Background: an optimization exercise with open tools, aiming at small area. Do not read the settings as production practice. Function was checked by simulation only, so behaviour that the tests miss may differ from the original. No run shown here takes its clock network from TritonCTS; it comes from the design's own scripts or RTL. The clock input has no modelled driver; a real chip could not lean on it and would need a root buffer or a full tree. Power and IR drop assume default switching activity.

$ cat flow/flow/run.sh
#!/bin/bash
# Layout flow: the standard ORFS flow (standard.sh) with these changes:
#  - synthesis: synth_recipe.tcl unchanged except that ABC maps with an
#    area-oriented script (abc_area.script) and adders are left to ABC
#    instead of being mapped to ha/fa cells first (ADDER_MAP_FILE empty);
#  - each port gets the smallest buffer (buf_1);
#  - clock tree: a root inverter driving one inverter per group of nearby
#    registers (manual_cts.tcl, run in place of TritonCTS).
# Each tool's log is in orfs/logs/; make's output is in flow_standard.log.
set -euo pipefail
here=$PWD
export FLOW_ABC_SCRIPT=$here/flow/abc_area.script
cat $here/flow/abc_override.tcl $here/synth_recipe.tcl > $here/flow_synth.tcl
sed -e "s#SYNTH_SCRIPT=[^ ]*#SYNTH_SCRIPT=$here/flow_synth.tcl ADDER_MAP_FILE=#" $here/standard.sh > $here/flow_standard.sh
export PRE_CTS_TCL=$here/flow/manual_cts.tcl
export FLOW_CTS_GROUPS=6
export FLOW_CTS_LEAF=sky130_fd_sc_hd__inv_4
export FLOW_CTS_ROOT=sky130_fd_sc_hd__inv_4
export BUFFER_PORTS_ARGS="-buffer_cell sky130_fd_sc_hd__buf_1"
bash $here/flow_standard.sh > $here/flow_standard.log 2>&1
$ cat flow/flow/abc_area.script
strash
&get -n
&fraig -x
&put
scorr
dc2
strash
&get -n
&dch -f
&nf -R 1000
&put
mfs2
strash
&get -n
&dch -f
&nf -a -R 1000
&put
$ cat flow/flow/abc_override.tcl
# Map the logic with an area-oriented ABC script (flow/abc_area.script)
# instead of ORFS's delay-oriented one; registers are untouched.
proc abc {args} {
  set i [lsearch -exact $args -script]
  if {$i >= 0} { lset args [expr {$i + 1}] $::env(FLOW_ABC_SCRIPT) }
  yosys abc {*}$args
}
$ cat flow/flow/manual_cts.tcl
# Clock tree for a small design, used in place of TritonCTS.
# The clock sinks are split into FLOW_CTS_GROUPS groups of equal size by
# recursive bisection of their placement. Each group is driven by one
# FLOW_CTS_LEAF cell placed at the group's centre; the leaf cells are
# driven by one FLOW_CTS_ROOT cell, which the clock port drives. Both are
# inverters, so the registers see the clock's own polarity, and every
# register is exactly two cells from the port, with equal-sized groups.
rename clock_tree_synthesis triton_clock_tree_synthesis

proc flow_split {items n} {
  # items: list of {x y iterm}; returns n groups of near-equal size
  if {$n <= 1 || [llength $items] < 2} { return [list $items] }
  set xs [lsort -real [lmap i $items {lindex $i 0}]]
  set ys [lsort -real [lmap i $items {lindex $i 1}]]
  set axis [expr {([lindex $xs end] - [lindex $xs 0]) >= ([lindex $ys end] - [lindex $ys 0]) ? 0 : 1}]
  set sorted [lsort -real -index $axis $items]
  set na [expr {$n / 2}]
  set cut [expr {int(round([llength $sorted] * double($na) / $n))}]
  set a [lrange $sorted 0 [expr {$cut - 1}]]
  set b [lrange $sorted $cut end]
  return [concat [flow_split $a $na] [flow_split $b [expr {$n - $na}]]]
}

proc flow_place_at {inst x y} {
  set w [[$inst getMaster] getWidth]
  set h [[$inst getMaster] getHeight]
  $inst setLocation [expr {int($x - $w / 2)}] [expr {int($y - $h / 2)}]
  $inst setPlacementStatus PLACED
}

proc clock_tree_synthesis {args} {
  set block [ord::get_db_block]
  set leaf_master [[ord::get_db] findMaster $::env(FLOW_CTS_LEAF)]
  set root_master [[ord::get_db] findMaster $::env(FLOW_CTS_ROOT)]
  foreach clk [all_clocks] {
    foreach src [get_property $clk sources] {
      set bterm [$block findBTerm [get_full_name $src]]
      set port_net [$bterm getNet]
      set cname [$port_net getName]
      set items {}
      foreach it [$port_net getITerms] {
        set bb [[$it getInst] getBBox]
        lappend items [list [expr {([$bb xMin] + [$bb xMax]) / 2.0}] [expr {([$bb yMin] + [$bb yMax]) / 2.0}] $it]
      }
      set root [odb::dbInst_create $block $root_master "clkroot_m_${cname}"]
      set root_net [odb::dbNet_create $block "clknet_root_m_${cname}"]
      $root_net setSigType CLOCK
      [$root findITerm A] connect $port_net
      [$root findITerm Y] connect $root_net
      set k 0
      set tx 0.0; set ty 0.0
      set groups [flow_split $items $::env(FLOW_CTS_GROUPS)]
      foreach group $groups {
        set leaf [odb::dbInst_create $block $leaf_master "clkleaf_m_${k}_${cname}"]
        set net [odb::dbNet_create $block "clknet_m_${k}_${cname}"]
        $net setSigType CLOCK
        set sx 0.0; set sy 0.0
        foreach i $group {
          set it [lindex $i 2]
          $it disconnect
          $it connect $net
          set sx [expr {$sx + [lindex $i 0]}]
          set sy [expr {$sy + [lindex $i 1]}]
        }
        set n [llength $group]
        [$leaf findITerm A] connect $root_net
        [$leaf findITerm Y] connect $net
        flow_place_at $leaf [expr {$sx / $n}] [expr {$sy / $n}]
        set tx [expr {$tx + $sx / $n}]
        set ty [expr {$ty + $sy / $n}]
        puts "manual CTS: [$leaf getName] drives $n sinks"
        incr k
      }
      flow_place_at $root [expr {$tx / $k}] [expr {$ty / $k}]
    }
  }
  global_connect
  set_propagated_clock [all_clocks]
  estimate_parasitics -placement
  foreach pin [all_registers -clock_pins -edge_triggered] {
    foreach edge {rise fall} {
      set s [get_property $pin slew_max_$edge]
      if {![info exists worst] || $s > $worst} { set worst $s }
    }
  }
  puts "manual CTS: estimated worst register clock slew $worst"
}
$ cat flow/standard.sh
#!/bin/bash
# synth_recipe.tcl (not shown) runs the flow's synth.tcl, then flattens the netlist and writes it again
# the make line also repeats each setting of config.mk as NAME=value (left out here)
make -C /OpenROAD-flow-scripts/flow DESIGN_CONFIG=/design/flow/config.mk WORK_HOME=/design/flow/orfs CLKGATE_MAP_FILE= SYNTH_SCRIPT=/design/flow/synth_recipe.tcl "${@:-finish}"
$ cat flow/config.mk
export PLATFORM = sky130hd
export DESIGN_NAME = CarParking
export DESIGN_NICKNAME = CarParking
export VERILOG_FILES = /design/flow/design.v
export SDC_FILE = /design/flow/constraint.sdc
export NUM_CORES = 4
export LEC_CHECK = 0
export CAP_MARGIN = 20
export CORE_MARGIN = 2
export CORE_UTILIZATION = 40
export SLEW_MARGIN = 20
$ cat flow/constraint.sdc
create_clock -name core_clock -period 10.0 [get_ports {clk}]
set_input_delay 2.0000 -clock core_clock [delete_from_list [all_inputs] [get_ports {clk}]]
set_output_delay 2.0000 -clock core_clock [all_outputs]
set_load 0.01 [all_outputs]
$ cat flow/design.v
module Bin_to_Display #(parameter INLEN = 4)(
	input [INLEN-1:0] b_num,
	output reg [6:0] seg
);
	always @(*) begin
		case (b_num)
			4'd0: seg = 7'b1000000;
			4'd1: seg = 7'b1111001;
			4'd2: seg = 7'b0100100;
			4'd3: seg = 7'b0110000;
			4'd4: seg = 7'b0011001;
			4'd5: seg = 7'b0010010;
			4'd6: seg = 7'b0000010;
			4'd7: seg = 7'b1111000;
			4'd8: seg = 7'b0000000;
			4'd9: seg = 7'b0010000;
			default: seg = 7'b1111111;
		endcase
	end
endmodule
module ServoController (
	input clk,
	input reset,
	input gate_trigger,
	output pwm
);
	reg [9:0] k;
	reg [5:0] u;
	wire wrap = k[9] & k[8] & k[7] & !k[6] & k[5] & k[4] & k[2] & k[1];
	assign pwm = !reset || (&k[9:6]) || (k[9:6] == 4'd0 && k[5:0] < u);
	always @(posedge clk)
		k <= (wrap || !reset) ? 10'd974 : k + 10'd1;
	wire at50 = u[5] & u[4] & u[1];     
	wire at0  = (u == 6'd0);
	wire up = gate_trigger;
	wire en = wrap & (up ? !at50 : !at0);
	wire [5:0] cu, cd;
	assign cu[0] = 1'b1;
	assign cd[0] = 1'b1;
	genvar i;
	generate for (i = 1; i < 6; i = i + 1) begin : g
		assign cu[i] = cu[i-1] & u[i-1];
		assign cd[i] = cd[i-1] & !u[i-1];
	end endgenerate
	wire [5:0] tg = up ? cu : cd;
	always @(posedge clk or negedge reset)
		if (!reset) u <= 6'd0;
		else if (en) u <= u ^ tg;
endmodule
module CarParking (
    input clk,
    input InSig,
    input OutSig,
    input reset,
    output [6:0] HEX0,
    output [6:0] HEX1,
    output [6:0] HEX4,
    output ClosedLight,
    output OpenLight,
    output reg WarningLight,
    output motor
);
    reg [3:0] tens;
    reg [3:0] ones;
    reg [6:0] CarCount;
    reg state;
    always @(*) begin
        if (CarCount >= 30) begin
            tens = 3;
            ones = CarCount - 30;
        end else if (CarCount >= 20) begin
            tens = 2;
            ones = CarCount - 20;
        end else if (CarCount >= 10) begin
            tens = 1;
            ones = CarCount - 10;
        end else begin
            tens = 0;
            ones = CarCount[3:0];
        end
    end
    assign ClosedLight = (CarCount >= 35);
    assign OpenLight   = !ClosedLight;
    Bin_to_Display Display0 (.b_num(ones), .seg(HEX0));
    Bin_to_Display Display1 (.b_num(tens), .seg(HEX1));
    Bin_to_Display #(.INLEN(1)) Display4 (.b_num(state), .seg(HEX4));
    ServoController Motor1 (
        .clk(clk),
        .reset(reset),
        .gate_trigger(state),
        .pwm(motor)
    );
    reg [9:0] in_q, out_q;
    reg In_Button, Out_Button;
    reg In_Prev, Out_Prev;
    wire in_clr  = InSig  || !reset;
    wire out_clr = OutSig || !reset;
    wire in_m    = (in_q[8:0]  == 9'h0aa);
    wire out_m   = (out_q[8:0] == 9'h0aa);
    wire in_fb   = !in_m  && !(in_q[9]  ^ in_q[6]);
    wire out_fb  = !out_m && !(out_q[9] ^ out_q[6]);
    always @(posedge clk) begin
        in_q  <= in_clr  ? 10'h0a6 : {~in_q[8:0],  in_fb};
        out_q <= out_clr ? 10'h0a6 : {~out_q[8:0], out_fb};
        In_Button  <= reset && in_m  && in_q[9];
        Out_Button <= reset && out_m && out_q[9];
        In_Prev  <= In_Button;
        Out_Prev <= Out_Button;
    end
    reg [14:0] blink_q;
    wire blink_end = (blink_q == 15'h252e);
    always @(posedge clk)
        blink_q <= (blink_end || !reset) ? 15'd0 : {~blink_q[13:0], !(blink_q[14] ^ blink_q[13])};
    always @(posedge clk or negedge reset) begin
        if (!reset)
            WarningLight <= 0;
        else if (blink_end)
            WarningLight <= (CarCount > 30 && CarCount < 35) ? ~WarningLight : 1'b0;
    end
    reg [16:0] open_q;
    wire open_m = (open_q[15:0] == 16'haaaa);
    wire timer_end = open_m && !open_q[16];
    wire accept = !state && ((In_Button && !In_Prev && CarCount < 35) ||
                             (Out_Button && !Out_Prev && CarCount != 0));
    always @(posedge clk)
        open_q <= accept ? 17'h1a35c : {~open_q[15:0], !open_m && !(open_q[16] ^ open_q[13])};
    wire [6:0] cnt_up, cnt_dn;
    assign cnt_up[0] = 1'b1;
    assign cnt_dn[0] = 1'b1;
    genvar i;
    generate for (i = 1; i < 7; i = i + 1) begin : g_cnt
        assign cnt_up[i] = cnt_up[i-1] & CarCount[i-1];
        assign cnt_dn[i] = cnt_dn[i-1] & !CarCount[i-1];
    end endgenerate
    always @(posedge clk or negedge reset) begin
        if (!reset) begin
            state <= 1'b0;
            CarCount <= 0;
        end else begin
            if (accept) begin
                CarCount <= CarCount ^ (In_Button ? cnt_up : cnt_dn);
                state <= 1'b1;
            end else if (state && timer_end && !In_Button && !Out_Button)
                state <= 1'b0;
        end
    end
endmodule
==> results of run 1 <==
[cells in the mapped netlist (2+ instances only)]
| master | n |
|---|---|
| or3_1 | 3 |
| nor2_1 | 51 |
| conb_1 | 2 |
| a31oi_1 | 3 |
| o31ai_1 | 2 |
| dfxtp_1 | 66 |
| nor3_1 | 13 |
| nor2b_1 | 4 |
| o21ai_0 | 14 |
| or2_0 | 5 |
| dfrtp_1 | 15 |
| maj3_1 | 3 |
| nand2_1 | 39 |
| buf_4 | 9 |
| nor4b_1 | 2 |
| o211ai_1 | 2 |
| nand3_1 | 6 |
| o21a_1 | 2 |
| and3_1 | 6 |
| nand2b_1 | 6 |
| clkinv_1 | 10 |
| xor2_1 | 9 |
| a21oi_1 | 12 |
| xnor2_1 | 19 |
| nand4_1 | 8 |
| nor4_1 | 2 |
[cells in the final DEF, fill, tap and decap left out, types with 2 or more instances in the layout]
| master | netlist | layout |
|---|---|---|
| o21a_1 | 2 | 2 |
| clkinv_1 | 10 | 10 |
| o31ai_1 | 2 | 2 |
| nor2b_1 | 4 | 4 |
| buf_1 | 0 | 24 |
| nor2_1 | 51 | 51 |
| conb_1 | 2 | 4 |
| o21ai_0 | 14 | 14 |
| maj3_1 | 3 | 3 |
| or2_0 | 5 | 5 |
| or3_1 | 3 | 3 |
| nor4_1 | 2 | 2 |
| nand4_1 | 8 | 8 |
| dfxtp_1 | 66 | 66 |
| nor3_1 | 13 | 13 |
| and3_1 | 6 | 6 |
| inv_4 | 0 | 7 |
| a31oi_1 | 3 | 3 |
| a21oi_1 | 12 | 12 |
| xor2_1 | 9 | 9 |
| nand2b_1 | 6 | 6 |
| nand2_1 | 39 | 39 |
| nor4b_1 | 2 | 2 |
| nand3_1 | 6 | 6 |
| xnor2_1 | 19 | 19 |
| dfrtp_1 | 15 | 15 |
| o211ai_1 | 2 | 2 |
[through the flow]
| step | cells | utilization (%) |
|---|---|---|
| 2_1_floorplan | 329 | - |
| 3_3_place_gp | 444 | 43.9 |
| 3_5_place_dp | 444 | 43.9 |
| 4_1_cts | 451 | 44.5 |
| 5_1_grt | 451 | 44.5 |
| 6_report | 451 | 44.5 |
[worst max-delay path, stage by stage (launching register included)]
cell     delay, ns
dfrtp_1       0.54
o21a_1        0.26
nor3_1        0.32
nor2_1        0.13
or2_0         0.27
xor2_1        0.46
o21ai_0       0.22
xnor2_1       0.19
a41o_1        0.22
buf_1         0.12
[registers in the layout (all words and copies together) (netlist names), 6 cells and up]
| register | flops |
|---|---|
| Motor1.u | 6 |
| open_q | 17 |
| in_q | 10 |
| blink_q | 15 |
| out_q | 10 |
| Motor1.k | 10 |
| CarCount | 7 |
[power by group through the flow]
stage          logic [mW]  clock network, mW  registers [mW]
6_report           0.0851              0.113           0.357
5_1_grt            0.0974              0.133           0.361
4_1_cts            0.0859              0.123           0.357
3_5_place_dp       0.0856                  0           0.364
3_3_place_gp       0.0836                  0           0.364
2_1_floorplan      0.0657                  0           0.360
[layout make-up]
| type | count | area, um^2 | share of cell area, % |
|---|---|---|---|
| well taps | 99 | 124 | 3.80 |
| multi-input cells | 229 | 1260 | 38.7 |
| repair buffers | 25 | 97.6 | 2.99 |
| inverters | 17 | 81.3 | 2.50 |
| flip-flops and latches | 81 | 1700 | 52.1 |
[per-layer routing]
metal	vias to the layer above	share of wire [%]	track usage (%)
li1	1147	-	-
met1	981	54	17.7
met2	36	41	20.2
met3	7	4.1	1.66
met4	0	1.6	1.64
met5	-	0	0
[cell families after synthesis]
logic type               Yosys count  synth area share (%)
adder cells (fa/ha/maj)            3                 0.983
AO/OA/AOI/OAI                     43                  8.52
AND/OR/NAND/NOR                  151                  23.2
XOR/XNOR                          28                  8.03
buffers and inverters             19                  3.44
flip-flops                        81                  55.6
other                              2                 0.246
[how the worst min path moves through the flow]
stage / slack, ns / start / cells after the start / end
floorplan: 0.35 / Out_Button / 0 / Out_Prev
global placement: 0.36 / in_q[4] / 1 / in_q[5]
detailed placement: 0.37 / open_q[5] / 1 / open_q[6]
CTS: 0.39 / Out_Button / 0 / Out_Prev
global route: 0.40 / Out_Button / 0 / Out_Prev
finish: 0.39 / Out_Button / 0 / Out_Prev
==> results.json, run 1 <==
{
  "rows": 31,
  "synth_area_um2": 3050,
  "ir_worst_vdd_uv": 64.7,
  "finalCritPeriodShare_pct": 49.3,
  "crit_path_start_kind": "register",
  "grt_start_max_net_pins": 26,
  "crit_arrival_ns": 2.93,
  "num_antenna_cells": 0,
  "first_pass_iters": 4,
  "final.min_clock_period_ns": 4.93,
  "synth.largest_area_cell": "dfxtp_1",
  "cts.clk_slew.worst_paths_ns": 0.11,
  "grt_overflow": 0,
  "end_kind": "output port",
  "switchingPower_mw": 0.167,
  "yosysWarnings": 4,
  "grt_usage_pct": 12.3,
  "path_class": "register to output port",
  "finalSetupViolCount": 0,
  "leakagePower_nw": 1.36,
  "drtAntennaViolNets": 0,
  "total_power_mw": 0.555,
  "ios": 29,
  "synthTopCellsByArea": "dfxtp_1 (43%), dfrtp_1 (12%), nor2_1 (6.3%)",
  "p_comb_share_pct": 15.3,
  "status": "complete, no violations",
  "dp_slack_ns": 5.34,
  "post-route-cell-area_um2": 3260,
  "design.die.area_um2": 8350,
  "nets": 358,
  "rrSetupSlack_ns": 7.20,
  "relSlewSlack_pct": 58.4,
  "setup.worst_path.end": "HEX0[3]",
  "portBuffers": 24,
  "ys_ff_latch": 81,
  "wl_per_cell_um": 10.9,
  "r2r_cells": 8,
  "drive_gt1_share_pct": 2.27,
  "cp_max_fo": 13,
  "wl_um": 4930,
  "fmax_mhz": 203,
  "holdWs_ns": 0.385,
  "synth_cell_types": 40,
  "rr_endpoint": "CarCount[6]",
  "skew_ns": 0.0104,
  "grt_pass1_vias": 2078,
  "intPower_mw": 0.388,
  "synth_seq_area_share_pct": 55.6,
  "cp-startpoint": "CarCount[1]",
  "chipHeight_um": 91.4,
  "placed_area_um2": 3220,
  "netSwitchingFraction_pct": 30.1,
  "p_clk_share_pct": 20.3,
  "cts_setup_buffers": 0,
  "avgSynthCellArea_um2": 9.34,
  "drtIter0Drc": 60,
  "antenna_found_initial": 0,
  "async_reset_ff_share_pct": 18.5,
  "synth_edf_count": 0,
  "cts.repair.resized": 0,
  "rsz0062_at_grt": "no",
  "hold_path.class": "register to register",
  "hold_viol_final": 0,
  "ys.flop_type": "dfxtp_1",
  "dp_hpwl_um": 3550,
  "worstMarginPinSlew_ns": 0.619,
  "remaining_drc_errors": 0,
  "core_um2": 7330,
  "yosysTopAreaCellShare_pct": 43.3,
  "seq_power_share_pct": 64.3,
  "viasPerCell": 4.81,
  "clk_latency_ns": 0.20,
  "grt_first_pass_wirelength_um": 9070,
  "num-fill-cells": 725,
  "vias": 2171,
  "max_cap_viol_count": 0,
  "syn_inst": 327,
  "crit_required_ns": 8.00,
  "cts_hold_buffers": 0,
  "gp_congestion": 0.793,
  "fin_setup_tns_ns": 0,
  "worst_slack_ns": 5.07,
  "initial_core_util_pct": 41.7,
  "final_max_slew_viol_count": 0,
  "syn_to_final_growth_pct": 6.72,
  "power_density_nw_per_um2": 170,
  "timing.rr.start": "CarCount[2]",
  "die_w_um": 91.4
}
==> inputs of run 2 (changes only) <==
--- a/flow/flow/run.sh
+++ b/flow/flow/run.sh
@@ -14,7 +14,7 @@
 sed -e "s#SYNTH_SCRIPT=[^ ]*#SYNTH_SCRIPT=$here/flow_synth.tcl ADDER_MAP_FILE=#" $here/standard.sh > $here/flow_standard.sh
 export PRE_CTS_TCL=$here/flow/manual_cts.tcl
-export FLOW_CTS_GROUPS=6
+export FLOW_CTS_GROUPS=8
 export FLOW_CTS_LEAF=sky130_fd_sc_hd__inv_4
-export FLOW_CTS_ROOT=sky130_fd_sc_hd__inv_4
+export FLOW_CTS_ROOT=sky130_fd_sc_hd__inv_8
 export BUFFER_PORTS_ARGS="-buffer_cell sky130_fd_sc_hd__buf_1"
 bash $here/flow_standard.sh > $here/flow_standard.log 2>&1
==> run 2 against run 1 <==
Fmax increased by 1.3%. Register-to-register slack is essentially flat. Flip-flop and latch count did not move. Sequential power barely moved. Routed wire length rose by 1.3%. Clock skew decreased by 0.0014 ns. Core utilization up 0.24 points. Hold slack barely moved. Cell count increased by 0.44%. First-iteration DRC count shrank 3.3%. Critical path type unchanged.
==> results.json, run 2 <==
{
  "synth.largest_area_cell": "dfxtp_1",
  "p_comb_share_pct": 14.9,
  "fin_setup_tns_ns": 0,
  "skew_ns": 0.00896,
  "finalCritPeriodShare_pct": 48.7,
  "hold_viol_final": 0,
  "vias": 2206,
  "ios": 29,
  "seq_area_um2": 1700,
  "drtIter0Drc": 58,
  "cts_setup_buffers": 0,
  "dp_hpwl_um": 3550,
  "grt_pass1_vias": 2107,
  "ir_worst_vdd_uv": 74.1,
  "num-fill-cells": 731,
  "final.min_clock_period_ns": 4.87,
  "fmax_mhz": 205,
  "synth_seq_area_share_pct": 55.6,
  "remaining_drc_errors": 0,
  "nets": 360,
  "syn_to_final_growth_pct": 7.29,
  "yosysWarnings": 4,
  "synth_edf_count": 0,
  "power_density_nw_per_um2": 174,
  "wl_um": 4990,
  "worstMarginPinSlew_ns": 0.615,
  "viasPerCell": 4.87,
  "design.die.area_um2": 8350,
  "max_cap_viol_count": 0,
  "p_clk_share_pct": 22.5,
  "final_cell_mix": "dfxtp_1 (66), nor2_1 (51), nand2_1 (39)",
  "drtAntennaViolNets": 0,
  "rows": 31,
  "gp_congestion": 0.793,
  "netSwitchingFraction_pct": 30.9,
  "final_core_util_pct": 44.7,
  "chipHeight_um": 91.4,
  "switchingPower_mw": 0.176,
  "top_regs": "open_q x17, blink_q x15",
  "grt_first_pass_wirelength_um": 9180,
  "relSlewSlack_pct": 58.6,
  "grt_start_max_net_pins": 26,
  "leakagePower_nw": 1.37,
  "cts_hold_buffers": 0,
  "grt_usage_pct": 12.4,
  "largest_reg_flops": 17,
  "intPower_mw": 0.394,
  "crit_path_start_kind": "register",
  "status": "complete, no violations",
  "ys.flop_type": "dfxtp_1",
  "drive_gt1_share_pct": 2.82,
  "cts.clk_slew.worst_paths_ns": 0.09,
  "path_class": "register to output port",
  "synth_area_um2": 3050,
  "ys_ff_latch": 81,
  "die_w_um": 91.4,
  "synthTopCellsByArea": "dfxtp_1 (43%), dfrtp_1 (12%), nor2_1 (6.3%)",
  "end_kind": "output port",
  "grt_overflow": 0,
  "avgSynthCellArea_um2": 9.34,
  "yosysMostFrequentCell": "dfxtp_1",
  "largest_register": "open_q",
  "mostFrequentLayoutCell": "dfxtp_1",
  "hold_path.class": "register to register",
  "num_antenna_cells": 0,
  "cts.repair.resized": 0,
  "first_pass_iters": 4,
  "cp_max_fo": 10,
  "async_reset_ff_share_pct": 18.5,
  "crit_arrival_ns": 2.87,
  "yosysTopAreaCellShare_pct": 43.3,
  "antenna_found_initial": 0,
  "multi_input_area_um2": 1260,
  "clk_latency_ns": 0.16,
  "seq_power_share_pct": 62.6,
  "finalSetupViolCount": 0,
  "rsz0062_at_grt": "no",
  "synth_cell_types": 40,
  "syn_inst": 327,
  "initial_core_util_pct": 41.7,
  "synth.top_cells.by_count": "dfxtp_1 (66), nor2_1 (51), nand2_1 (39)",
  "wl_per_cell_um": 11.0,
  "portBuffers": 24,
  "core_um2": 7330,
  "final_max_slew_viol_count": 0,
  "crit_required_ns": 8.00
}
==> run 2: final timing paths <==
path / start / end / slack [ns] / cells past startpoint
setup reg to reg: CarCount[2] / CarCount[6] / 7.20 / 8
hold reg to reg: Out_Button / Out_Prev / 0.39 / 0
hold / removal: Out_Button / Out_Prev / 0.39 / 0
setup / recovery: CarCount[5] / HEX0[3] / 5.13 / 9
min in group asynchronous: reset / Motor1.u[5] / 1.79 / 2
max in group asynchronous: reset / CarCount[0] / 7.99 / 2
==> run 2: power by group through the flow <==
stage	Combinational [mW]	Sequential (mW)	Clock (mW)
floorplan	0.0657	0.360	0
global placement	0.0836	0.364	0
detailed placement	0.0856	0.364	0
CTS	0.0858	0.357	0.136
global route	0.0974	0.360	0.149
finish	0.0851	0.357	0.128
==> run 2: cell type report <==
class	count	area share, %
Tap cell	99	3.78
Inverter	19	3.02
Multi-Input combinational cell	229	38.4
Timing Repair Buffer	25	2.98
Sequential cell	81	51.8
==> run 2: layer usage <==
layer | wire length [um] | vias up | global-route usage (%)
li1 | - | 1153 | -
met1 | 2700 | 996 | 18.2
met2 | 1970 | 44 | 19.9
met3 | 169 | 13 | 1.16
met4 | 144 | 0 | 2.78
met5 | 0 | - | 0
==> run 2: worst max-delay path, stage by stage (launching register included) <==
cell,delay [ns]
dfrtp_1,0.44
or2_0,0.35
nor3_1,0.32
nor2_1,0.13
or2_0,0.27
xor2_1,0.46
o21ai_0,0.22
xnor2_1,0.19
a41o_1,0.22
buf_1,0.12
==> run 2: kinds of logic after synthesis <==
| group | share of synthesized area [%] |
|---|---|
| flops | 55.6 |
| xor+xnor | 8.03 |
| fa+ha+maj | 0.983 |
| compound gates | 8.52 |
| simple gates | 23.2 |
| buf+inv | 3.44 |
| other cells | 0.246 |
==> run 2: stage by stage <==
step	hold WS [ns]	setup WS, ns	std cells	power (mW)	instance area [um^2]
after floorplan	0.351	5.48	329	0.426	3060
after global placement	0.362	5.35	444	0.448	3220
after detailed placement	0.366	5.34	444	0.450	3220
after CTS	0.390	5.14	453	0.579	3280
after global routing	0.404	4.85	453	0.607	3280
final	0.385	5.13	453	0.570	3280
==> inputs of run 3 (changes only) <==
--- a/flow/flow/abc_area.script
+++ b/flow/flow/abc_area.script
@@ -5,4 +5,8 @@
 scorr
 dc2
+strash
+&get -n
+&deepsyn -T 60
+&put
 strash
 &get -n
==> run 3 against run 2 <==
Fmax up 4.2%. Setup slack better by 0.20 ns. Critical path type unchanged. Highest routed layer unchanged. Sequential power about the same.
==> results.json, run 3 <==
{
  "final_core_util_pct": 44.7,
  "post-route-cell-area_um2": 3260,
  "cts.clk_slew.worst_paths_ns": 0.09,
  "hold_viol_final": 0,
  "vias": 2204,
  "antenna_found_initial": 0,
  "finalSetupViolCount": 0,
  "grt_overflow": 0,
  "async_reset_ff_share_pct": 18.5,
  "synthTopCellsByArea": "dfxtp_1 (44%), dfrtp_1 (12%), nor2_1 (5.6%)",
  "largest_reg_flops": 17,
  "cts_hold_buffers": 0,
  "rows": 31,
  "avgSynthCellArea_um2": 9.28,
  "dp_slack_ns": 5.34,
  "design.die.area_um2": 8300,
  "crit_required_ns": 8.00,
  "final_max_slew_viol_count": 0,
  "grt_pass1_vias": 2065,
  "num_antenna_cells": 0,
  "end_kind": "output port",
  "remaining_drc_errors": 0,
  "grt_start_max_net_pins": 27,
  "largest_register": "open_q",
  "cts.repair.resized": 0,
  "crit_arrival_ns": 2.67,
  "mostFrequentLayoutCell": "dfxtp_1",
  "syn_to_final_growth_pct": 7.34,
  "initial_core_util_pct": 41.6,
  "synth_area_um2": 3040,
  "yosysTopAreaCellShare_pct": 43.5,
  "path_class": "register to output port",
  "grt_usage_pct": 12.3,
  "clk_latency_ns": 0.15,
  "cp_max_fo": 8,
  "placed_area_um2": 3200,
  "drtAntennaViolNets": 0,
  "ios": 29,
  "yosysWarnings": 4,
  "syn_inst": 327,
  "power_density_nw_per_um2": 166,
  "cts_setup_buffers": 0,
  "synth_cell_types": 34,
  "synth_seq_area_share_pct": 55.9,
  "grt_first_pass_wirelength_um": 9050,
  "die_w_um": 91.1,
  "dp_hpwl_um": 3510,
  "wl_per_cell_um": 11.0,
  "crit_path_start_kind": "register",
  "viasPerCell": 4.87,
  "ir_worst_vdd_uv": 75.2,
  "relSlewSlack_pct": 44.5,
  "worstMarginPinSlew_ns": 0.832,
  "status": "complete, no violations",
  "first_pass_iters": 4,
  "fin_setup_tns_ns": 0,
  "leakagePower_nw": 1.33,
  "synth.top_cells.by_count": "dfxtp_1 (66), nor2_1 (45), nand2_1 (43)",
  "ys_ff_latch": 81,
  "yosysMostFrequentCell": "dfxtp_1",
  "final_cell_mix": "dfxtp_1 (66), nor2_1 (45), nand2_1 (43)",
  "top_regs": "open_q x17, blink_q x15",
  "ys.flop_type": "dfxtp_1",
  "fmax_mhz": 214,
  "met1_usage_pct": 17.6,
  "use_met3_pct": 1.58,
  "gp_congestion": 0.823,
  "skew_ns": 0.00849,
  "chipHeight_um": 91.1,
  "portBuffers": 24,
  "worst_slack_ns": 5.33,
  "synth.largest_area_cell": "dfxtp_1",
  "drtIter0Drc": 109,
  "wl_um": 4990,
  "final.min_clock_period_ns": 4.67,
  "grt.busiest_layer": "met2",
  "finalCritPeriodShare_pct": 46.7,
  "hold_path.class": "register to register",
  "rsz0062_at_grt": "no",
  "nets": 360,
  "max_cap_viol_count": 0,
  "synth_edf_count": 0,
  "grt_use_met2_pct": 20.2,
  "drive_gt1_share_pct": 2.82,
  "core_um2": 7290,
  "holdWs_ns": 0.385
}
## run 3: cell types whose count changed after synthesis, moves of 3 or more
cell,change
o21ai_0,-3
nor4_1,+4
nand2_1,+4
a22oi_1,+3
nand3_1,+4
nor2b_1,+4
and2_0,+3
or2_0,-3
nor2_1,-6
nor3_1,+4
xnor2_1,-3
## run 3: critical path: stages, from the launching register on
cell	delay, ns
dfrtp_1	0.43
or2_0	0.36
or3_1	0.41
o21ai_0	0.15
nor3_1	0.09
a31oi_1	0.19
and3_1	0.20
nor3_1	0.06
a211oi_1	0.25
a21boi_0	0.20
buf_1	0.17
## run 3: layout make-up
| type | instances | area [um^2] |
|---|---|---|
| Sequential cell | 81 | 1700 |
| Timing Repair Buffer | 25 | 97.6 |
| Fill cell | 731 | 4030 |
| Tap cell | 99 | 124 |
| Multi-Input combinational cell | 229 | 1240 |
| Inverter | 19 | 98.8 |
## run 3: per-layer routing
layer | vias up | share of wire (%) | wire, um
li1 | 1151 | - | -
met5 | - | 0 | 0
met1 | 1011 | 51 | 2560
met4 | 0 | 1.8 | 90
met3 | 8 | 4.7 | 234
met2 | 34 | 42 | 2110
## run 3: worst paths after layout
kind / from / endpoint / slack, ns / cells past startpoint
max: CarCount[5] / HEX0[2] / 5.33 / 10
min: open_q[12] / open_q[13] / 0.39 / 1
max reg2reg: CarCount[5] / CarCount[6] / 5.81 / 17
min reg2reg: open_q[12] / open_q[13] / 0.39 / 1
max in group asynchronous: reset / WarningLight / 7.96 / 2
min in group asynchronous: reset / Motor1.u[5] / 1.81 / 2
## run 3: metrics by stage
| stage | power [mW] | std cells |
|---|---|---|
| floorplan | 0.406 | 329 |
| global placement | 0.421 | 444 |
| detailed placement | 0.422 | 444 |
| CTS | 0.552 | 453 |
| global route | 0.577 | 453 |
| finish | 0.541 | 453 |
## run 3: cells by family (layout without fill, tap and decap cells)
family | after synthesis | in the layout | synth area share [%]
flip-flops | 81 | 81 | 55.9
adder cells (fa/ha/maj) | 1 | 1 | 0.330
other | 2 | 4 | 0.247
AND/OR/NAND/NOR | 161 | 161 | 25.2
buffers and inverters | 19 | 44 | 3.46
XOR/XNOR | 25 | 25 | 7.21
AO/OA/AOI/OAI | 38 | 38 | 7.63
## run 3: report_power, final
group	internal [mW]	switching, mW	total (mW)	leakage (nW)
sequential	0.342	0.0161	0.358	0.756
clock	0.0183	0.108	0.127	0.0418
combinational	0.0232	0.0335	0.0568	0.529
total	0.383	0.158	0.541	1.33
==> inputs of run 4 (changes only) <==
--- a/flow/flow/run.sh
+++ b/flow/flow/run.sh
@@ -14,6 +14,6 @@
 sed -e "s#SYNTH_SCRIPT=[^ ]*#SYNTH_SCRIPT=$here/flow_synth.tcl ADDER_MAP_FILE=#" $here/standard.sh > $here/flow_standard.sh
 export PRE_CTS_TCL=$here/flow/manual_cts.tcl
-export FLOW_CTS_GROUPS=8
-export FLOW_CTS_LEAF=sky130_fd_sc_hd__inv_4
+export FLOW_CTS_GROUPS=4
+export FLOW_CTS_LEAF=sky130_fd_sc_hd__inv_8
 export FLOW_CTS_ROOT=sky130_fd_sc_hd__inv_8
 export BUFFER_PORTS_ARGS="-buffer_cell sky130_fd_sc_hd__buf_1"
==> flow/flow/abc_area.script (replaced) <==
strash
&get -n
&fraig -x
&put
scorr
dc2
strash
&get -n
&dch -f
&nf -R 1000
&put
mfs2
strash
&get -n
&dch -f
&nf -a -R 1000
&put
==> run 4 against run 3 <==
Clock power barely moved. Area after synthesis increased by 0.62%. Highest routed layer unchanged. Hold slack hardly changed. Sequential power hardly changed. Still clean. First-iteration DRC count shrank 31%. Core utilization about the same. Die area grew 0.59%. Largest power group unchanged. Sequential share of layout area down 0.22 points. Critical path depth shrank 1. Register-to-register slack improved by 1.4 ns.
==> results.json, run 4 <==
{
  "synthTopCellsByArea": "dfxtp_1 (43%), dfrtp_1 (12%), nor2_1 (6.3%)",
  "final_max_slew_viol_count": 0,
  "skew_ns": 0.00670,
  "top_regs": "open_q x17, blink_q x15",
  "critPathBufInv": 1,
  "yosysMostFrequentCell": "dfxtp_1",
  "finalSetupViolCount": 0,
  "leakagePower_nw": 1.36,
  "syn_inst": 327,
  "status": "complete, no violations",
  "syn_to_final_growth_pct": 7.13,
  "crit_path_start_kind": "register",
  "hp-start": "Out_Button",
  "yosysWarnings": 4,
  "hold_path.class": "register to register",
  "synth_seq_area_share_pct": 55.6,
  "cts.repair.resized": 0,
  "path_class": "register to output port",
  "ys.flop_type": "dfxtp_1",
  "num_antenna_cells": 0,
  "end_kind": "output port",
  "wl_um": 4910,
  "min_path_cells": 0,
  "avgSynthCellArea_um2": 9.34,
  "muxShareOfSynthArea_pct": 0,
  "cpPeakStageDelay_ns": 0.46,
  "rows": 31,
  "yosys.area_share.adder_pct": 0.983,
  "crit_required_ns": 8.00,
  "final_cell_count_no_fill": 449,
  "grt_pass1_vias": 2076,
  "power_density_nw_per_um2": 173,
  "synth-compound-area-share_pct": 8.52,
  "drtIter0Drc": 75,
  "synth.largest_area_cell": "dfxtp_1",
  "dp_hpwl_um": 3550,
  "cpMostUsedCell": "or2_0",
  "chipHeight_um": 91.4,
  "rr_endpoint": "CarCount[6]",
  "cp_max_fo": 10,
  "cts.clk_slew.worst_paths_ns": 0.10,
  "design.die.area_um2": 8350,
  "largest_reg_flops": 17,
  "first_pass_iters": 4,
  "min_to": "Out_Prev",
  "final.min_clock_period_ns": 4.87,
  "grt_start_max_net_pins": 26,
  "portBuffers": 24,
  "grt_usage_pct": 12.2,
  "seq_area_um2": 1700,
  "cts_hold_buffers": 0,
  "synth_edf_count": 0,
  "yosysTopAreaCellShare_pct": 43.3,
  "crit_slowest_cell": "xor2_1",
  "antenna_found_initial": 0,
  "crit_arrival_ns": 2.87,
  "ios": 29,
  "yosys.area_share.simple_pct": 23.2,
  "cp_top_family": "simple AND/OR/NAND/NOR gates",
  "cts_setup_buffers": 0,
  "synth.top_cells.by_count": "dfxtp_1 (66), nor2_1 (51), nand2_1 (39)",
  "worstMarginPinSlew_ns": 0.615,
  "largest_register": "open_q",
  "num-fill-cells": 721,
  "max_cap_viol_count": 0,
  "vias": 2174,
  "fmax_mhz": 205,
  "finalCritPeriodShare_pct": 48.7,
  "drive_gt1_share_pct": 1.71,
  "grt_first_pass_wirelength_um": 9030,
  "remaining_drc_errors": 0,
  "rrSetupSlack_ns": 7.21,
  "path_cells": "or2_0 > nor3_1 > nor2_1 > or2_0 > xor2_1 > o21ai_0 > xnor2_1 > a41o_1 > buf_1",
  "final_cell_mix": "dfxtp_1 (66), nor2_1 (51), nand2_1 (39)",
  "rsz0062_at_grt": "no",
  "drtAntennaViolNets": 0,
  "relSlewSlack_pct": 58.6,
  "multi_input_area_um2": 1260,
  "fin_setup_tns_ns": 0,
  "synth_area_um2": 3050,
  "clk_latency_ns": 0.15,
  "ys_ff_latch": 81,
  "timing.rr.start": "CarCount[2]",
  "core_um2": 7330,
  "synth_cell_types": 40,
  "initial_core_util_pct": 41.7,
  "hold_viol_final": 0,
  "synth_top_family_by_area": "simple AND/OR/NAND/NOR gates",
  "nets": 356,
  "viasPerCell": 4.84,
  "ir_worst_vdd_uv": 104,
  "dp_cells": 444,
  "async_reset_ff_share_pct": 18.5,
  "mostFrequentLayoutCell": "dfxtp_1",
  "wl_per_cell_um": 10.9,
  "grt_overflow": 0,
  "gp_congestion": 0.793,
  "die_w_um": 91.4,
  "r2r_cells": 8,
  "synth_xor_area_share_pct": 8.03
}
run 4: changes by cell type in the layout (fill, tap and decap cells not counted), sizes merged, moves of 3 or more:
cell,delta
a22oi,-3
and2,-3
inv,-4
nand2,-4
nand3,-4
nor2,+6
nor2b,-4
nor3,-4
nor4,-4
o21ai,+3
or2,+3
xnor2,+3
run 4: cell type report:
cell class,count,area share [%]
sequential,81,51.9
multi-input combinational,229,38.5
tap,99,3.79
timing repair buffer,25,2.98
inverter,15,2.87
run 4: layer usage:
layer | vias up | part of all wire (%) | GRT usage, %
met4 | 0 | 2.1 | 2.15
li1 | 1144 | - | -
met5 | - | 0 | 0
met2 | 34 | 41 | 20.0
met1 | 989 | 54 | 18.0
met3 | 7 | 2.9 | 0.830
run 4: through the flow:
step                      hold WS (ns)  power (mW)  setup WS [ns]  area [um^2]  utilization, %
after floorplan                  0.351       0.426           5.48         3060               -
after CTS                        0.393       0.576           5.14         3270            44.6
after global routing             0.399       0.601           4.85         3270            44.6
after global placement           0.362       0.448           5.35         3220            43.9
after detailed placement         0.366       0.450           5.34         3220            43.9
final                            0.385       0.566           5.13         3270            44.6
run 4: kinds of logic (layout without fill, tap and decap cells):
logic type / count (synthesis) / after routing
flops: 81 / 81
fa+ha+maj: 3 / 3
compound gates: 43 / 43
simple gates: 151 / 151
other cells: 2 / 4
xor+xnor: 28 / 28
buf+inv: 19 / 40
run 4: where the power goes:
group          total [mW]  internal (mW)  leakage (nW)  switching [mW]
Clock               0.124         0.0192        0.0303           0.104
Combinational      0.0852         0.0339         0.571          0.0513
Sequential          0.357          0.341         0.756          0.0155
Total               0.566          0.395          1.36           0.171
run 4: how the worst max path moves through the flow:
stage,start,endpoint,slack (ns),cells after the start
3_3_place_gp,reset,motor,5.35,4
3_5_place_dp,CarCount[5],HEX0[3],5.34,9
6_report,CarCount[5],HEX0[3],5.13,9
2_1_floorplan,CarCount[1],HEX0[3],5.48,8
4_1_cts,CarCount[5],HEX0[3],5.14,9
5_1_grt,CarCount[5],HEX0[3],4.85,9
==> inputs of run 5 (changes only) <==
--- a/flow/design.v
+++ b/flow/design.v
@@ -96,6 +96,6 @@
     wire in_clr  = InSig  || !reset;
     wire out_clr = OutSig || !reset;
-    wire in_m    = (in_q[8:0]  == 9'h0aa);
-    wire out_m   = (out_q[8:0] == 9'h0aa);
+    wire in_m    = ({in_q[8:6],  in_q[4:0]}  == 8'b01001010);
+    wire out_m   = ({out_q[8:6], out_q[4:0]} == 8'b01001010);
     wire in_fb   = !in_m  && !(in_q[9]  ^ in_q[6]);
     wire out_fb  = !out_m && !(out_q[9] ^ out_q[6]);
@@ -109,5 +109,5 @@
     end
     reg [14:0] blink_q;
-    wire blink_end = (blink_q == 15'h252e);
+    wire blink_end = ({blink_q[14:11], blink_q[9:7], blink_q[5:0]} == 13'b0100_010_101110);
     always @(posedge clk)
         blink_q <= (blink_end || !reset) ? 15'd0 : {~blink_q[13:0], !(blink_q[14] ^ blink_q[13])};
@@ -119,5 +119,5 @@
     end
     reg [16:0] open_q;
-    wire open_m = (open_q[15:0] == 16'haaaa);
+    wire open_m = ({open_q[15:12], open_q[10:9], open_q[7:0]} == 14'b1010_01_10101010);
     wire timer_end = open_m && !open_q[16];
     wire accept = !state && ((In_Button && !In_Prev && CarCount < 35) ||
--- a/flow/flow/abc_area.script
+++ b/flow/flow/abc_area.script
@@ -5,4 +5,8 @@
 scorr
 dc2
+strash
+&get -n
+&deepsyn -T 60
+&put
 strash
 &get -n
==> run 5 against run 4 <==
Design area down 1.9%. Area after synthesis is 2.0% lower. Critical path depth decreased by 5. Clock power about the same. Clock skew about the same. Core utilization fell by 0.37 points. Highest routed layer unchanged. Sequential power about the same. Routed wire length grew 1.3%. Hold slack worse by 0.0090 ns. Setup slack improved by 0.23 ns.
==> results.json, run 5 <==
{
  "cp_max_fo": 28,
  "grt_start_max_net_pins": 29,
  "crit_path_start_kind": "input port",
  "async_reset_ff_share_pct": 18.5,
  "design.die.area_um2": 8190,
  "portBuffers": 24,
  "num_antenna_cells": 0,
  "fin_setup_tns_ns": 0,
  "first_pass_iters": 4,
  "synth_seq_area_share_pct": 56.7,
  "hold_path.class": "register to register",
  "drive_gt1_share_pct": 1.75,
  "rsz0062_at_grt": "no",
  "antenna_found_initial": 0,
  "worstMarginPinSlew_ns": 0.686,
  "grt_first_pass_wirelength_um": 8850,
  "gp_congestion": 0.889,
  "largest_reg_flops": 17,
  "syn_to_final_growth_pct": 7.27,
  "top_regs": "open_q x17, blink_q x15",
  "avgSynthCellArea_um2": 9.35,
  "power_density_nw_per_um2": 166,
  "grt_usage_pct": 12.1,
  "final_cell_mix": "dfxtp_1 (66), nor2_1 (42), nand2_1 (41)",
  "placed_area_um2": 3150,
  "path_class": "input port to output port",
  "cts.clk_slew.worst_paths_ns": 0.10,
  "holdWs_ns": 0.376,
  "max_cap_viol_count": 0,
  "drtIter0Drc": 46,
  "finalCritPeriodShare_pct": 46.4,
  "chipHeight_um": 90.5,
  "ios": 29,
  "core_um2": 7250,
  "vias": 2170,
  "crit_arrival_ns": 2.64,
  "final_max_slew_viol_count": 0,
  "finalSetupViolCount": 0,
  "num-fill-cells": 736,
  "cts.repair.resized": 0,
  "grt_pass1_vias": 2054,
  "end_kind": "output port",
  "die_w_um": 90.5,
  "viasPerCell": 4.91,
  "final.min_clock_period_ns": 4.64,
  "yosysTopAreaCellShare_pct": 44.1,
  "status": "complete, no violations",
  "post-route-cell-area_um2": 3210,
  "cts_hold_buffers": 0,
  "synth.top_cells.by_count": "dfxtp_1 (66), nor2_1 (42), nand2_1 (41)",
  "final_cell_count_no_fill": 442,
  "synthTopCellsByArea": "dfxtp_1 (44%), dfrtp_1 (13%), nor2_1 (5.3%)",
  "largest_register": "open_q",
  "relSlewSlack_pct": 54.1,
  "ir_worst_vdd_uv": 66.1,
  "skew_ns": 0.00679,
  "hold_viol_final": 0,
  "cts_setup_buffers": 0,
  "synth_edf_count": 0,
  "dp_hpwl_um": 3530,
  "drtAntennaViolNets": 0,
  "syn_inst": 320,
  "nets": 349,
  "fmax_mhz": 215,
  "synth_area_um2": 2990,
  "ys.flop_type": "dfxtp_1",
  "yosysWarnings": 4,
  "initial_core_util_pct": 41.3,
  "wl_per_cell_um": 11.3,
  "remaining_drc_errors": 0,
  "yosysMostFrequentCell": "dfxtp_1",
  "rows": 31,
  "ys_ff_latch": 81,
  "crit_required_ns": 8.00,
  "final_core_util_pct": 44.3,
  "synth.largest_area_cell": "dfxtp_1",
  "clk_latency_ns": 0.15,
  "wl_um": 4980,
  "leakagePower_nw": 1.34,
  "dp_cells": 437,
  "grt_overflow": 0,
  "synth_cell_types": 38,
  "mostFrequentLayoutCell": "dfxtp_1"
}
==> run 5: cell count changes in the layout (fill, tap and decap cells not counted), moves of 3 or more <==
cell	before	now
nand3_1	6	9
nor3_1	13	9
nor2b_1	4	10
and3_1	6	9
xnor2_1	19	16
nand4_1	8	4
nor2_1	51	42
xor2_1	9	5
o21ai_0	14	20
==> run 5: worst max-delay path, cell delays in order <==
cell,delay (ns)
buf_1,0.07
buf_4,0.30
nand3_1,0.12
buf_1,0.15
==> run 5: final cells by class <==
type                            instances  area (um^2)  area share [%]
Multi-Input combinational cell        221         1190            37.2
Timing Repair Buffer                   25         97.6            3.04
Sequential cell                        81         1700            52.8
Inverter                               16         97.6            3.04
Tap cell                               99          124            3.86
==> run 5: layer usage <==
metal  track usage [%]  part of all wire (%)  vias up
met4              1.92                   1.4        0
met3              1.42                   4.6        5
met1              17.7                    52     1002
li1                  -                     -     1115
met2              19.7                    42       48
met5                 0                     0        -
==> run 5: worst paths after layout <==
check | startpoint | to | slack, ns | cells after the start
worst max-delay path | reset | motor | 5.36 | 4
worst min-delay path | open_q[8] | open_q[9] | 0.38 | 1
worst max register to register | CarCount[2] | CarCount[5] | 6.13 | 14
worst min register to register | open_q[8] | open_q[9] | 0.38 | 1
max in group asynchronous | reset | Motor1.u[5] | 7.94 | 2
min in group asynchronous | reset | CarCount[0] | 1.81 | 2
==> run 5: where the power goes <==
part           switching [mW]  leakage, nW  internal (mW)
combinational          0.0307        0.559         0.0209
sequential             0.0142        0.754          0.341
clock                   0.106       0.0303         0.0192
total                   0.150         1.34          0.381
==> run 5: per-stage QoR <==
step	power [mW]	setup WS, ns
after floorplan	0.400	5.90
after global placement	0.414	5.34
after detailed placement	0.415	5.33
after CTS	0.540	5.32
after global routing	0.559	5.24
final	0.532	5.36
==> run 5: cells by family (layout without fill, tap and decap cells) <==
| group | Yosys count | after routing | share of synthesized area [%] |
|---|---|---|---|
| AO/OA/AOI/OAI | 46 | 46 | 8.65 |
| other | 2 | 4 | 0.251 |
| multiplexers | 2 | 2 | 0.711 |
| flip-flops | 81 | 81 | 56.7 |
| adder cells (fa/ha/maj) | 1 | 1 | 0.334 |
| XOR/XNOR | 21 | 21 | 6.15 |
| AND/OR/NAND/NOR | 147 | 147 | 23.6 |
| buffers and inverters | 20 | 41 | 3.64 |
==> inputs of run 6 (changes only) <==
--- a/flow/flow/run.sh
+++ b/flow/flow/run.sh
@@ -2,6 +2,7 @@
 # Layout flow: the standard ORFS flow (standard.sh) with these changes:
 #  - synthesis: synth_recipe.tcl unchanged except that ABC maps with an
-#    area-oriented script (abc_area.script) and adders are left to ABC
-#    instead of being mapped to ha/fa cells first (ADDER_MAP_FILE empty);
+#    area-oriented script (abc_area.script, run for a few seeds of its
+#    randomised step, keeping the smallest result) and adders are left to
+#    ABC instead of being mapped to ha/fa cells first (ADDER_MAP_FILE empty);
 #  - each port gets the smallest buffer (buf_1);
 #  - clock tree: a root inverter driving one inverter per group of nearby
@@ -11,4 +12,6 @@
 here=$PWD
 export FLOW_ABC_SCRIPT=$here/flow/abc_area.script
+export FLOW_ABC_SEEDS="3"
+export FLOW_ABC_TMP=$here
 cat $here/flow/abc_override.tcl $here/synth_recipe.tcl > $here/flow_synth.tcl
 sed -e "s#SYNTH_SCRIPT=[^ ]*#SYNTH_SCRIPT=$here/flow_synth.tcl ADDER_MAP_FILE=#" $here/standard.sh > $here/flow_standard.sh
--- a/flow/flow/abc_area.script
+++ b/flow/flow/abc_area.script
@@ -7,5 +7,5 @@
 strash
 &get -n
-&deepsyn -T 60
+&deepsyn -T 60 -S SEED
 &put
 strash
==> flow/flow/abc_override.tcl (replaced) <==
# Map the logic with an area-oriented ABC script (FLOW_ABC_SCRIPT) instead
# of ORFS's delay-oriented one; registers are untouched. The script's
# &deepsyn step is randomised: ABC is run once per seed in FLOW_ABC_SEEDS
# on the same netlist, and the mapping with the smallest cell area is kept.
proc abc {args} {
  set i [lsearch -exact $args -script]
  set l [lsearch -exact $args -liberty]
  set lib [lindex $args [expr {$l + 1}]]
  set fh [open $::env(FLOW_ABC_SCRIPT)]
  set template [read $fh]
  close $fh
  yosys design -save flow_pre_abc
  set best_area ""
  foreach seed $::env(FLOW_ABC_SEEDS) {
    yosys design -load flow_pre_abc
    set script "$::env(FLOW_ABC_TMP)/abc_seed_$seed.script"
    set fh [open $script w]
    puts -nonewline $fh [string map [list SEED $seed] $template]
    close $fh
    lset args [expr {$i + 1}] $script
    yosys abc {*}$args
    set st [yosys tee -q -s result.string stat -liberty $lib]
    regexp {Chip area for module[^:]*:\s*([0-9.]+)} $st -> area
    puts "flow abc: seed $seed area $area"
    if {$best_area eq "" || $area < $best_area} {
      set best_area $area
      set best_seed $seed
      yosys design -save flow_best_abc
    }
  }
  yosys design -load flow_best_abc
  puts "flow abc: kept seed $best_seed, area $best_area"
}
--- a/flow/config.mk
+++ b/flow/config.mk
@@ -6,6 +6,6 @@
 export NUM_CORES = 4
 export LEC_CHECK = 0
-export CAP_MARGIN = 20
+export CAP_MARGIN = 5
 export CORE_MARGIN = 2
 export CORE_UTILIZATION = 40
-export SLEW_MARGIN = 20
+export SLEW_MARGIN = 5
==> run 6 against run 5 <==
Clock skew up 0.0049 ns. Flip-flop and latch count unchanged. Combinational power up 34%.
==> results.json, run 6 <==
{
  "core_um2": 7210,
  "seq_area_um2": 1700,
  "synth_top_family_by_area": "simple AND/OR/NAND/NOR gates",
  "hold_path.class": "register to register",
  "status": "complete, no violations",
  "path_class": "register to output port",
  "ys.flop_type": "dfxtp_1",
  "syn_to_final_growth_pct": 7.31,
  "clk_latency_ns": 0.16,
  "p_clk_share_pct": 22.7,
  "drive_gt1_share_pct": 1.78,
  "crit_arrival_ns": 3.09,
  "min_path_cells": 1,
  "num-fill-cells": 720,
  "crit_slowest_cell": "o41ai_1",
  "synth_area_um2": 2980,
  "grt_usage_pct": 12.4,
  "cpPeakStageDelay_ns": 0.56,
  "drtAntennaViolNets": 0,
  "holdWs_ns": 0.377,
  "dp_hpwl_um": 3500,
  "relSlewSlack_pct": 56.5,
  "antenna_found_initial": 0,
  "grt_first_pass_wirelength_um": 9030,
  "remaining_drc_errors": 0,
  "nets": 343,
  "multi_input_area_um2": 1170,
  "num_antenna_cells": 0,
  "wl_per_cell_um": 11.1,
  "hold_viol_final": 0,
  "cts_setup_buffers": 0,
  "final.min_clock_period_ns": 5.09,
  "yosys.area_share.simple_pct": 22.2,
  "final_core_util_pct": 44.3,
  "yosys.area_share.adder_pct": 0.336,
  "muxShareOfSynthArea_pct": 0.378,
  "cts.repair.resized": 0,
  "vias": 2046,
  "cpMostUsedCell": "a21oi_1",
  "r2r_cells": 17,
  "finalCritPeriodShare_pct": 50.9,
  "crit_path_start_kind": "register",
  "initial_core_util_pct": 41.3,
  "yosysTopAreaCellShare_pct": 44.4,
  "max_cap_viol_count": 0,
  "synth-compound-area-share_pct": 8.28,
  "ys_ff_latch": 81,
  "path_cells": "or2_0 > a21oi_1 > a21oi_1 > nor2_1 > o21ai_0 > and2_0 > nand2_1 > and3_1 > a21oi_1 > o41ai_1 > clkinv_1 > buf_1",
  "grt_overflow": 0,
  "synthTopCellsByArea": "dfxtp_1 (44%), dfrtp_1 (13%), xnor2_1 (5.6%)",
  "rr_endpoint": "CarCount[4]",
  "first_pass_iters": 4,
  "ios": 29,
  "async_reset_ff_share_pct": 18.5,
  "synth_cell_types": 37,
  "wl_um": 4840,
  "intPower_mw": 0.390,
  "yosysWarnings": 4,
  "cp_top_family": "compound AO/OA/AOI/OAI gates",
  "drtIter0Drc": 98,
  "finalSetupViolCount": 0,
  "power_density_nw_per_um2": 173,
  "synth_edf_count": 0,
  "cp_max_fo": 10,
  "rsz0062_at_grt": "no",
  "fmax_mhz": 196,
  "top_regs": "open_q x17, blink_q x15",
  "die_w_um": 90.3,
  "leakagePower_nw": 1.30,
  "synth.top_cells.by_count": "dfxtp_1 (66), nand2_1 (42), nor2_1 (36)",
  "yosysMostFrequentCell": "dfxtp_1",
  "skew_ns": 0.0117,
  "end_kind": "output port",
  "ir_worst_vdd_uv": 87.2,
  "hp-start": "open_q[8]",
  "synth_xor_area_share_pct": 7.65,
  "synth_seq_area_share_pct": 57.0,
  "syn_inst": 314,
  "cts_hold_buffers": 0,
  "rows": 31,
  "cts.clk_slew.worst_paths_ns": 0.11,
  "switchingPower_mw": 0.163,
  "final_max_slew_viol_count": 0,
  "final_cell_mix": "dfxtp_1 (66), nand2_1 (42), nor2_1 (36)",
  "design.die.area_um2": 8150,
  "grt_pass1_vias": 2033,
  "post-route-cell-area_um2": 3190,
  "viasPerCell": 4.69,
  "avgSynthCellArea_um2": 9.48,
  "timing.rr.start": "CarCount[1]",
  "crit_required_ns": 8.00,
  "p_comb_share_pct": 12.5,
  "min_to": "open_q[9]",
  "largest_reg_flops": 17,
  "rrSetupSlack_ns": 5.63,
  "largest_register": "open_q",
  "placed_area_um2": 3140,
  "gp_congestion": 0.913,
  "mostFrequentLayoutCell": "dfxtp_1",
  "grt_start_max_net_pins": 29,
  "netSwitchingFraction_pct": 29.5,
  "critPathBufInv": 2,
  "chipHeight_um": 90.3,
  "fin_setup_tns_ns": 0,
  "seq_power_share_pct": 64.8,
  "synth.largest_area_cell": "dfxtp_1",
  "worstMarginPinSlew_ns": 0.644,
  "portBuffers": 24
}
-- run 6: cell count changes after synthesis, sizes merged, moves of 4 or more --
| cell | change |
|---|---|
| o21ai | -8 |
| a21oi | +6 |
| nor2 | -6 |
| a31oi | -4 |
| nand3 | -4 |
-- run 6: worst max-delay path by stage --
stage | from | end | depth (start not counted)
after floorplan | CarCount[1] | ClosedLight | 12
after global placement | reset | motor | 4
after detailed placement | CarCount[1] | ClosedLight | 12
after CTS | CarCount[1] | ClosedLight | 12
after global routing | CarCount[1] | ClosedLight | 12
final | CarCount[1] | ClosedLight | 12
-- run 6: layer usage --
layer | up-vias | global-route usage [%] | part of all wire, %
li1 | 1086 | - | -
met1 | 920 | 17.8 | 52
met2 | 35 | 20.8 | 42
met3 | 5 | 1.50 | 4.2
met4 | 0 | 1.28 | 1.4
met5 | - | 0 | 0
-- run 6: cells by family after synthesis --
group | count (synthesis)
AOI/OAI and AO/OA | 43
xor gates and xnor gates | 26
adders and majority gates | 1
buffers and inverters | 22
DFF | 81
muxes | 1
other | 2
and+or+nand+nor | 138
-- run 6: power by group through the flow --
stage	sequential (mW)	clock, mW	combinational, mW
3_3_place_gp	0.366	0	0.0690
2_1_floorplan	0.362	0	0.0540
3_5_place_dp	0.366	0	0.0697
6_report	0.359	0.126	0.0691
5_1_grt	0.362	0.146	0.0799
4_1_cts	0.359	0.132	0.0701
-- run 6: stage by stage --
stage          std cells  setup WS [ns]  power [mW]
2_1_floorplan        316           5.18       0.416
3_3_place_gp         431           5.34       0.435
3_5_place_dp         431           5.14       0.436
4_1_cts              436           4.92       0.561
5_1_grt              436           4.56       0.588
6_report             436           4.91       0.553
-- run 6: layout make-up --
class / instances / area share (%)
Inverter: 18 / 3.29
Multi-Input combinational cell: 213 / 36.7
Tap cell: 99 / 3.88
Timing Repair Buffer: 25 / 3.06
Sequential cell: 81 / 53.1
==> inputs of run 7 (changes only) <==
--- a/flow/flow/run.sh
+++ b/flow/flow/run.sh
@@ -12,5 +12,5 @@
 here=$PWD
 export FLOW_ABC_SCRIPT=$here/flow/abc_area.script
-export FLOW_ABC_SEEDS="3"
+export FLOW_ABC_SEEDS="1 2 3 4 5"
 export FLOW_ABC_TMP=$here
 cat $here/flow/abc_override.tcl $here/synth_recipe.tcl > $here/flow_synth.tcl
--- a/flow/config.mk
+++ b/flow/config.mk
@@ -6,6 +6,6 @@
 export NUM_CORES = 4
 export LEC_CHECK = 0
-export CAP_MARGIN = 5
+export CAP_MARGIN = 20
 export CORE_MARGIN = 2
 export CORE_UTILIZATION = 40
-export SLEW_MARGIN = 5
+export SLEW_MARGIN = 20
==> run 7 against run 6 <==
Still clean on timing, DRC and antenna. Clock power is essentially flat. Cell count did not move. Sequential power barely moved.
==> results.json, run 7 <==
{
  "skew_ns": 0.0117,
  "avgSynthCellArea_um2": 9.48,
  "top_regs": "open_q x17, blink_q x15",
  "largest_register": "open_q",
  "critPathBufInv": 2,
  "crit_required_ns": 8.00,
  "relSlewSlack_pct": 56.5,
  "finalCritPeriodShare_pct": 50.9,
  "yosysMostFrequentCell": "dfxtp_1",
  "synth_top_family_by_area": "simple AND/OR/NAND/NOR gates",
  "ys_ff_latch": 81,
  "chipHeight_um": 90.3,
  "worst_slack_ns": 4.91,
  "max_cap_viol_count": 0,
  "cp_max_fo": 10,
  "synth_cell_types": 37,
  "antenna_found_initial": 0,
  "yosys.area_share.adder_pct": 0.336,
  "viasPerCell": 4.69,
  "grt_first_pass_wirelength_um": 9030,
  "num_antenna_cells": 0,
  "total_power_mw": 0.553,
  "final_max_slew_viol_count": 0,
  "final_cell_count_no_fill": 436,
  "muxShareOfSynthArea_pct": 0.378,
  "crit_arrival_ns": 3.09,
  "remaining_drc_errors": 0,
  "synth-compound-area-share_pct": 8.28,
  "rows": 31,
  "yosys.area_share.simple_pct": 22.2,
  "holdWs_ns": 0.377,
  "core_um2": 7210,
  "hp-start": "open_q[8]",
  "fin_setup_tns_ns": 0,
  "wl_per_cell_um": 11.1,
  "design.die.area_um2": 8150,
  "num-fill-cells": 720,
  "crit_slowest_cell": "o41ai_1",
  "portBuffers": 24,
  "final_cell_mix": "dfxtp_1 (66), nand2_1 (42), nor2_1 (36)",
  "largest_reg_flops": 17,
  "rsz0062_at_grt": "no",
  "synthTopCellsByArea": "dfxtp_1 (44%), dfrtp_1 (13%), xnor2_1 (5.6%)",
  "cp_top_family": "compound AO/OA/AOI/OAI gates",
  "final_core_util_pct": 44.3,
  "syn_to_final_growth_pct": 7.31,
  "cts.repair.resized": 0,
  "final.min_clock_period_ns": 5.09,
  "ys.flop_type": "dfxtp_1",
  "yosysTopAreaCellShare_pct": 44.4,
  "syn_inst": 314,
  "hold_path.class": "register to register",
  "leakagePower_nw": 1.30,
  "drtAntennaViolNets": 0,
  "initial_core_util_pct": 41.3,
  "crit_path_start_kind": "register",
  "synth.largest_area_cell": "dfxtp_1",
  "async_reset_ff_share_pct": 18.5,
  "status": "complete, no violations",
  "cp-startpoint": "CarCount[1]",
  "finalSetupViolCount": 0,
  "synth.top_cells.by_count": "dfxtp_1 (66), nand2_1 (42), nor2_1 (36)",
  "wl_um": 4840,
  "dp_cells": 431,
  "min_path_cells": 1,
  "grt_usage_pct": 12.4,
  "synth_seq_area_share_pct": 57.0,
  "grt_overflow": 0,
  "cts.clk_slew.worst_paths_ns": 0.11,
  "rrSetupSlack_ns": 5.63,
  "cts_hold_buffers": 0,
  "path_class": "register to output port",
  "gp_congestion": 0.913,
  "r2r_cells": 17,
  "fmax_mhz": 196,
  "mostFrequentLayoutCell": "dfxtp_1",
  "rr_endpoint": "CarCount[4]",
  "cpMostUsedCell": "a21oi_1",
  "worstMarginPinSlew_ns": 0.644,
  "drive_gt1_share_pct": 1.78,
  "grt_pass1_vias": 2033,
  "power_density_nw_per_um2": 173,
  "post-route-cell-area_um2": 3190,
  "ios": 29,
  "timing.rr.start": "CarCount[1]",
  "cts_setup_buffers": 0,
  "synth_area_um2": 2980,
  "min_to": "open_q[9]",
  "dp_hpwl_um": 3500,
  "hold_viol_final": 0,
  "cpPeakStageDelay_ns": 0.56,
  "die_w_um": 90.3,
  "synth_edf_count": 0,
  "vias": 2046,
  "grt_start_max_net_pins": 29,
  "drtIter0Drc": 98,
  "synth_xor_area_share_pct": 7.65,
  "placed_area_um2": 3140,
  "clk_latency_ns": 0.16,
  "nets": 343,
  "yosysWarnings": 4,
  "first_pass_iters": 4,
  "end_kind": "output port",
  "path_cells": "or2_0 > a21oi_1 > a21oi_1 > nor2_1 > o21ai_0 > and2_0 > nand2_1 > and3_1 > a21oi_1 > o41ai_1 > clkinv_1 > buf_1",
  "ir_worst_vdd_uv": 87.2,
  "dp_slack_ns": 5.14
}
[run 7: cell counts in the layout (fill, tap and decap cells not counted)]
No cell type changed its count.
[run 7: logic make-up (layout without fill, tap and decap cells)]
| family | count (synthesis) | in the layout |
|---|---|---|
| xor gates and xnor gates | 26 | 26 |
| DFF | 81 | 81 |
| muxes | 1 | 1 |
| AOI/OAI and AO/OA | 43 | 43 |
| other | 2 | 4 |
| buffers and inverters | 22 | 43 |
| and+or+nand+nor | 138 | 138 |
| adders and majority gates | 1 | 1 |
[run 7: layout make-up]
cell class / instances / area, um^2 / share of cell area [%]
Timing Repair Buffer: 25 / 97.6 / 3.06
Sequential cell: 81 / 1700 / 53.1
Tap cell: 99 / 124 / 3.88
Multi-Input combinational cell: 213 / 1170 / 36.7
Inverter: 18 / 105 / 3.29
[run 7: worst register-to-register path, stage by stage, from the launching register on]
cell and delay (ns):
dfrtp_1 0.51, or2_0 0.31, a21oi_1 0.26, a21oi_1 0.16
nor2_1 0.11, o21ai_0 0.16, and2_0 0.22, nand2_1 0.08
and3_1 0.15, a21oi_1 0.06, o41ai_1 0.56, nand2_1 0.15
o21ai_0 0.24, nand2b_1 0.32, a21oi_1 0.38, a21boi_0 0.33
nand2_1 0.11, xnor2_1 0.14
[run 7: worst max path at each step]
| stage | endpoint | slack, ns | cells past startpoint |
|---|---|---|---|
| 3_3_place_gp | motor | 5.34 | 4 |
| 3_5_place_dp | ClosedLight | 5.14 | 12 |
| 2_1_floorplan | ClosedLight | 5.18 | 12 |
| 5_1_grt | ClosedLight | 4.56 | 12 |
| 4_1_cts | ClosedLight | 4.92 | 12 |
| 6_report | ClosedLight | 4.91 | 12 |
[run 7: power by group]
| group | switching [mW] | leakage, nW | internal, mW |
|---|---|---|---|
| combinational | 0.0409 | 0.511 | 0.0282 |
| sequential | 0.0161 | 0.756 | 0.343 |
| clock | 0.106 | 0.0303 | 0.0193 |
[run 7: per-layer routing]
metal	global-route usage [%]	wire length [um]	up-vias
met5	0	0	-
met4	1.28	66	0
met3	1.50	205	5
met2	20.8	2050	35
met1	17.8	2510	920
li1	-	-	1086

## afterwards: timing with drivers on the ports
Ports are ideal in the flow. The routed layouts listed here were re-timed in OpenROAD.
Step 1: set_driving_cell puts a clkbuf_16 on clk and a buf_2 on each other input, an assumption about the parent block.
Step 2, shift: input delay + t, output delay - t, t = (earliest + latest rising clock arrival at the registers) / 2. This alone moves slack from input paths to output paths.
Slacks: ideal ports / drivers / drivers and shift; pairs: ideal ports / drivers.
run	t, ns	slack for setup (ns)	slew at the worst register clock pin (ns)	pins driven straight from the clock port
run 1	0.232	5.069 / 5.036 / 5.268	0.11 / 0.11	1
run 2	0.197	5.130 / 5.083 / 5.279	0.10 / 0.10	1
run 3	0.196	5.329 / 5.283 / 5.354	0.09 / 0.09	1
run 4	0.196	5.128 / 5.080 / 5.276	0.10 / 0.10	1
run 5	0.196	5.356 / 5.332 / 5.332	0.10 / 0.10	1
run 6	0.198	4.906 / 4.860 / 5.058	0.11 / 0.11	1
run 7	0.198	4.906 / 4.860 / 5.058	0.11 / 0.11	1
After both steps setup and hold are still met in every run listed. For run 5, which loses most, drivers alone change the setup slack by -0.024 ns; drivers and shift together by -0.024 ns.
